From an optimization exercise on the open Yosys and OpenROAD flow, aimed at small area; shortcuts taken in it are not production practice.
At most, simulation tests tie the RTL to the original design; equivalence was not proved.
Power and IR drop assume default switching activity.

==> module tile_hash_frontend, before the edit <==
module tile_hash_frontend (
    input  logic        clk,
    input  logic        rst_n,
    input  logic        vram_we,
    input  logic [12:0] vram_addr,
    input  logic [7:0]  vram_wdata,
    input  logic        cfg_enable,
    output logic        tile_done,
    output logic [8:0]  tile_index,
    output logic        hash_valid,
    output logic [15:0] hash_out
);
    logic [7:0]  tile_buffer [0:15];
    logic [15:0] written;
    logic [8:0]  cur_tile;
    logic        capture_in_progress;
    logic        streaming;
    logic        done;
    logic [3:0]  stream_index;
    logic [15:0] crc;
    wire cap_we  = cfg_enable & vram_we & ~(vram_addr[12] & vram_addr[11]);
    wire new_cap = cap_we & (~capture_in_progress | (vram_addr[12:4] != cur_tile));
    logic [3:0]  wr_lo, wr_hi;
    logic [15:0] wr_en;
    always_comb begin
        for (int i = 0; i < 4; i++) begin
            wr_lo[i] = vram_addr[1:0] == 2'(i);
            wr_hi[i] = cap_we & (vram_addr[3:2] == 2'(i));
        end
        for (int i = 0; i < 16; i++)
            wr_en[i] = wr_lo[i % 4] & wr_hi[i / 4];
    end
    always_ff @(posedge clk) begin
        for (int i = 0; i < 16; i++)
            if (wr_en[i])
                tile_buffer[i] <= vram_wdata;
        written <= wr_en | (written & ~{16{new_cap}});
        if (new_cap)
            cur_tile <= vram_addr[12:4];
    end
    wire last  = streaming & (&stream_index);
    wire start = ~streaming & capture_in_progress & (&written);
    always_ff @(posedge clk or negedge rst_n) begin
        if (!rst_n) begin
            capture_in_progress <= 1'b0;
            streaming           <= 1'b0;
            done                <= 1'b0;
        end else begin
            capture_in_progress <= ~last & (cap_we | capture_in_progress);
            streaming           <= start | (streaming & ~last);
            done                <= last;
        end
    end
    logic [7:0] byte_in;
    always_comb begin
        byte_in = 8'h00;
        for (int i = 0; i < 16; i++)
            if (written[i] && stream_index == 4'(i))
                byte_in = byte_in | tile_buffer[i];
    end
    wire [7:0]  t = crc[15:8] ^ byte_in;
    wire [7:0]  x = t ^ {4'h0, t[7:4]};
    wire [15:0] crc_step = {crc[7:0], 8'h00} ^ {x[3:0], 12'h000} ^ {3'b000, x, 5'b00000} ^ {8'h00, x};
    always_ff @(posedge clk) begin
        stream_index <= streaming ? stream_index + 4'd1 : 4'd0;
        crc          <= streaming ? crc_step : 16'hFFFF;
    end
    assign tile_done  = done;
    assign hash_valid = done;
    assign tile_index = cur_tile;
    assign hash_out   = crc;
endmodule
export LEC_CHECK = 0
export CAP_MARGIN = 0
export CORE_MARGIN = 2
export CORE_UTILIZATION = 60
export GPL_TIMING_DRIVEN = 0
export SLEW_MARGIN = 0
create_clock -name core_clock -period 10.0 [get_ports {clk}]
standard.sh (not shown) runs the stock make flow with config.mk's settings and CLKGATE_MAP_FILE= SYNTH_SCRIPT=/design/flow/synth_recipe.tcl, a recipe that flattens the netlist after the stock synthesis.
==> flow/flow/run.sh <==
#!/bin/bash
# Layout flow: the standard flow (standard.sh) with these changes:
#  * after the standard synthesis, the combinational logic is re-mapped for
#    area with ABC (remap.ys / remap.abc); the registers are left exactly as
#    the standard synthesis made them (same instances, names and cells)
#  * port buffers are the smallest buffer (buf_1)
#  * CTS uses clkbuf_8 and inserts no dummy loads
# Each tool's output goes to its own log in this folder (and ORFS's logs).
set -euo pipefail
R=orfs/results/sky130hd/tile_hash_frontend/base
export BUFFER_PORTS_ARGS="-buffer_cell sky130_fd_sc_hd__buf_1"
export CTS_ARGS="-sink_clustering_enable -repair_clock_nets -buf_list {sky130_fd_sc_hd__clkbuf_8} -dont_use_dummy_load"

bash standard.sh synth > standard_synth.log 2>&1
cp $R/1_2_yosys.v standard_1_2_yosys.v
LIB=$FLOW_HOME/platforms/sky130hd/lib/sky130_fd_sc_hd__tt_025C_1v80.lib
FFS=$(grep -o "sky130_fd_sc_hd__[a-z0-9_]*" standard_1_2_yosys.v | sort -u | grep -E "__(df|edf|sdf|dl)" | tr '\n' ' ')
sed -e "s|@LIB@|$LIB|g" -e "s|@FFS@|$FFS|g" -e "s|@ABC@|$PWD/flow/remap.abc|g" \
    -e "s|@IN@|$PWD/standard_1_2_yosys.v|g" -e "s|@OUT@|$PWD/remapped.v|g" flow/remap.ys > remap_run.ys
yosys -l remap.log -s remap_run.ys > /dev/null 2>&1
cp remapped.v $R/1_2_yosys.v
touch $R/1_2_yosys.v
bash standard.sh > standard.log 2>&1
==> flow/flow/remap.abc <==
strash
dch
amap -F 50 -A 50
==> flow/flow/remap.ys <==
# Re-map the standard synthesis's combinational logic for area.
# Register cells (@FFS@) are kept as black boxes, so they stay as they are.
read_liberty -ignore_miss_func @LIB@
blackbox @FFS@
read_verilog @IN@
hierarchy -top tile_hash_frontend
flatten
opt_clean
tee -o remap_before.txt stat -liberty @LIB@
techmap
opt -fast
abc -liberty @LIB@ -dont_use *probe* -dont_use *lpflow* -dont_use *clkbuf* -dont_use *clkinv* -dont_use *dlygate* -dont_use *clkdly* -dont_use *buf_* -script @ABC@
opt_clean -purge
rename -enumerate
tee -o remap_after.txt stat -liberty @LIB@
write_verilog -noattr -noexpr @OUT@
The first run finished but fails on capacitance limit, slew limit.
Edit:
==> flow/design.v (replaced) <==
`timescale 1ns / 1ps
module tile_hash_frontend (
    input  logic        clk,
    input  logic        rst_n,
    input  logic        vram_we,
    input  logic [12:0] vram_addr,
    input  logic [7:0]  vram_wdata,
    input  logic        cfg_enable,
    output logic        tile_done,
    output logic [8:0]  tile_index,
    output logic        hash_valid,
    output logic [15:0] hash_out
);
    logic [7:0]  tile_buffer [0:15];
    logic [15:0] written;
    logic [8:0]  cur_tile;
    logic        capture_in_progress;
    logic        streaming;
    logic        done;
    logic [3:0]  stream_index;
    logic [15:0] crc;
    wire cap_we  = cfg_enable & vram_we & ~(vram_addr[12] & vram_addr[11]);
    wire new_cap = cap_we & (~capture_in_progress | done |
                             (vram_addr[12:4] != cur_tile));
    always_ff @(posedge clk) begin
        for (int i = 0; i < 16; i++) begin
            if (cap_we && vram_addr[3:0] == 4'(i)) begin
                tile_buffer[i] <= vram_wdata;
                written[i]     <= 1'b1;
            end else if (new_cap) begin
                written[i]     <= 1'b0;
            end
        end
        if (new_cap)
            cur_tile <= vram_addr[12:4];
    end
    always_ff @(posedge clk or negedge rst_n) begin
        if (!rst_n)
            capture_in_progress <= 1'b0;
        else if (cap_we)
            capture_in_progress <= 1'b1;
        else if (done)
            capture_in_progress <= 1'b0;
    end
    wire start = ~streaming & ~done & capture_in_progress & (&written);
    wire last  = streaming & (&stream_index);
    always_ff @(posedge clk or negedge rst_n) begin
        if (!rst_n) begin
            streaming    <= 1'b0;
            done         <= 1'b0;
            stream_index <= 4'd0;
        end else begin
            streaming    <= start | (streaming & ~last);
            done         <= last;
            if (streaming)
                stream_index <= stream_index + 4'd1;
        end
    end
    logic [7:0] byte_in;
    always_comb begin
        byte_in = 8'h00;
        for (int i = 0; i < 16; i++)
            if (written[i] && stream_index == 4'(i))
                byte_in = byte_in | tile_buffer[i];
    end
    wire [7:0] t = crc[15:8] ^ byte_in;
    wire [7:0] x = t ^ {4'h0, t[7:4]};
    wire [15:0] crc_step = {crc[7:0], 8'h00} ^ {x[3:0], 12'h000} ^ {3'b000, x, 5'b00000} ^ {8'h00, x};
    always_ff @(posedge clk) begin
        crc <= streaming ? crc_step : 16'hFFFF;
    end
    assign tile_done  = done;
    assign hash_valid = done;
    assign tile_index = cur_tile;
    assign hash_out   = crc;
endmodule
Effect: The new run completed, yet does not pass: capacitance limit, slew limit. Non-clock buffer count goes down by 1. Total power goes up by 5.7%. Setup slack improves by 0.24 ns. Area after synthesis goes up by 0.35%. Hold slack improves by 0.030 ns. Global-route usage hardly moves. Clock skew barely changes. Via count goes up by 0.66%. Design area barely changes. Sequential power goes up by about 2%. Clock power hardly moves. Flip-flop and latch count is unchanged. Wire length goes down by 0.38%.
Only the layout flow was run in the second run of this note; the RTL was not checked for function there.

[re-timing with driven ports]
Ports are ideal in the flow. The routed layouts listed here were re-timed in OpenROAD.
Step 1: set_driving_cell puts a clkbuf_16 on clk and a buf_2 on each other input, an assumption about the parent block.
Step 2 times the ports against the registers' clock, not the clock port: input delays grow and output delays shrink by t, the midpoint of the rising clock arrivals with the driver on.
a / b / c = ideal ports / drivers / drivers and shift; a / b = the first two.
run | t, ns | slack for setup (ns) | worst setup path after step 2 | latest minus earliest clock arrival (ns) | worst data-port slew with drivers (ns)
the first run | 0.474 | 6.087 / 6.100 / 5.627 | input to register | 0.021 / 0.021 | 0.03
the second run | 0.475 | 6.323 / 6.338 / 5.864 | input to register | 0.023 / 0.023 | 0.04
For the first run, which loses most, drivers alone change the setup slack by +0.013 ns; drivers and shift together by -0.460 ns.
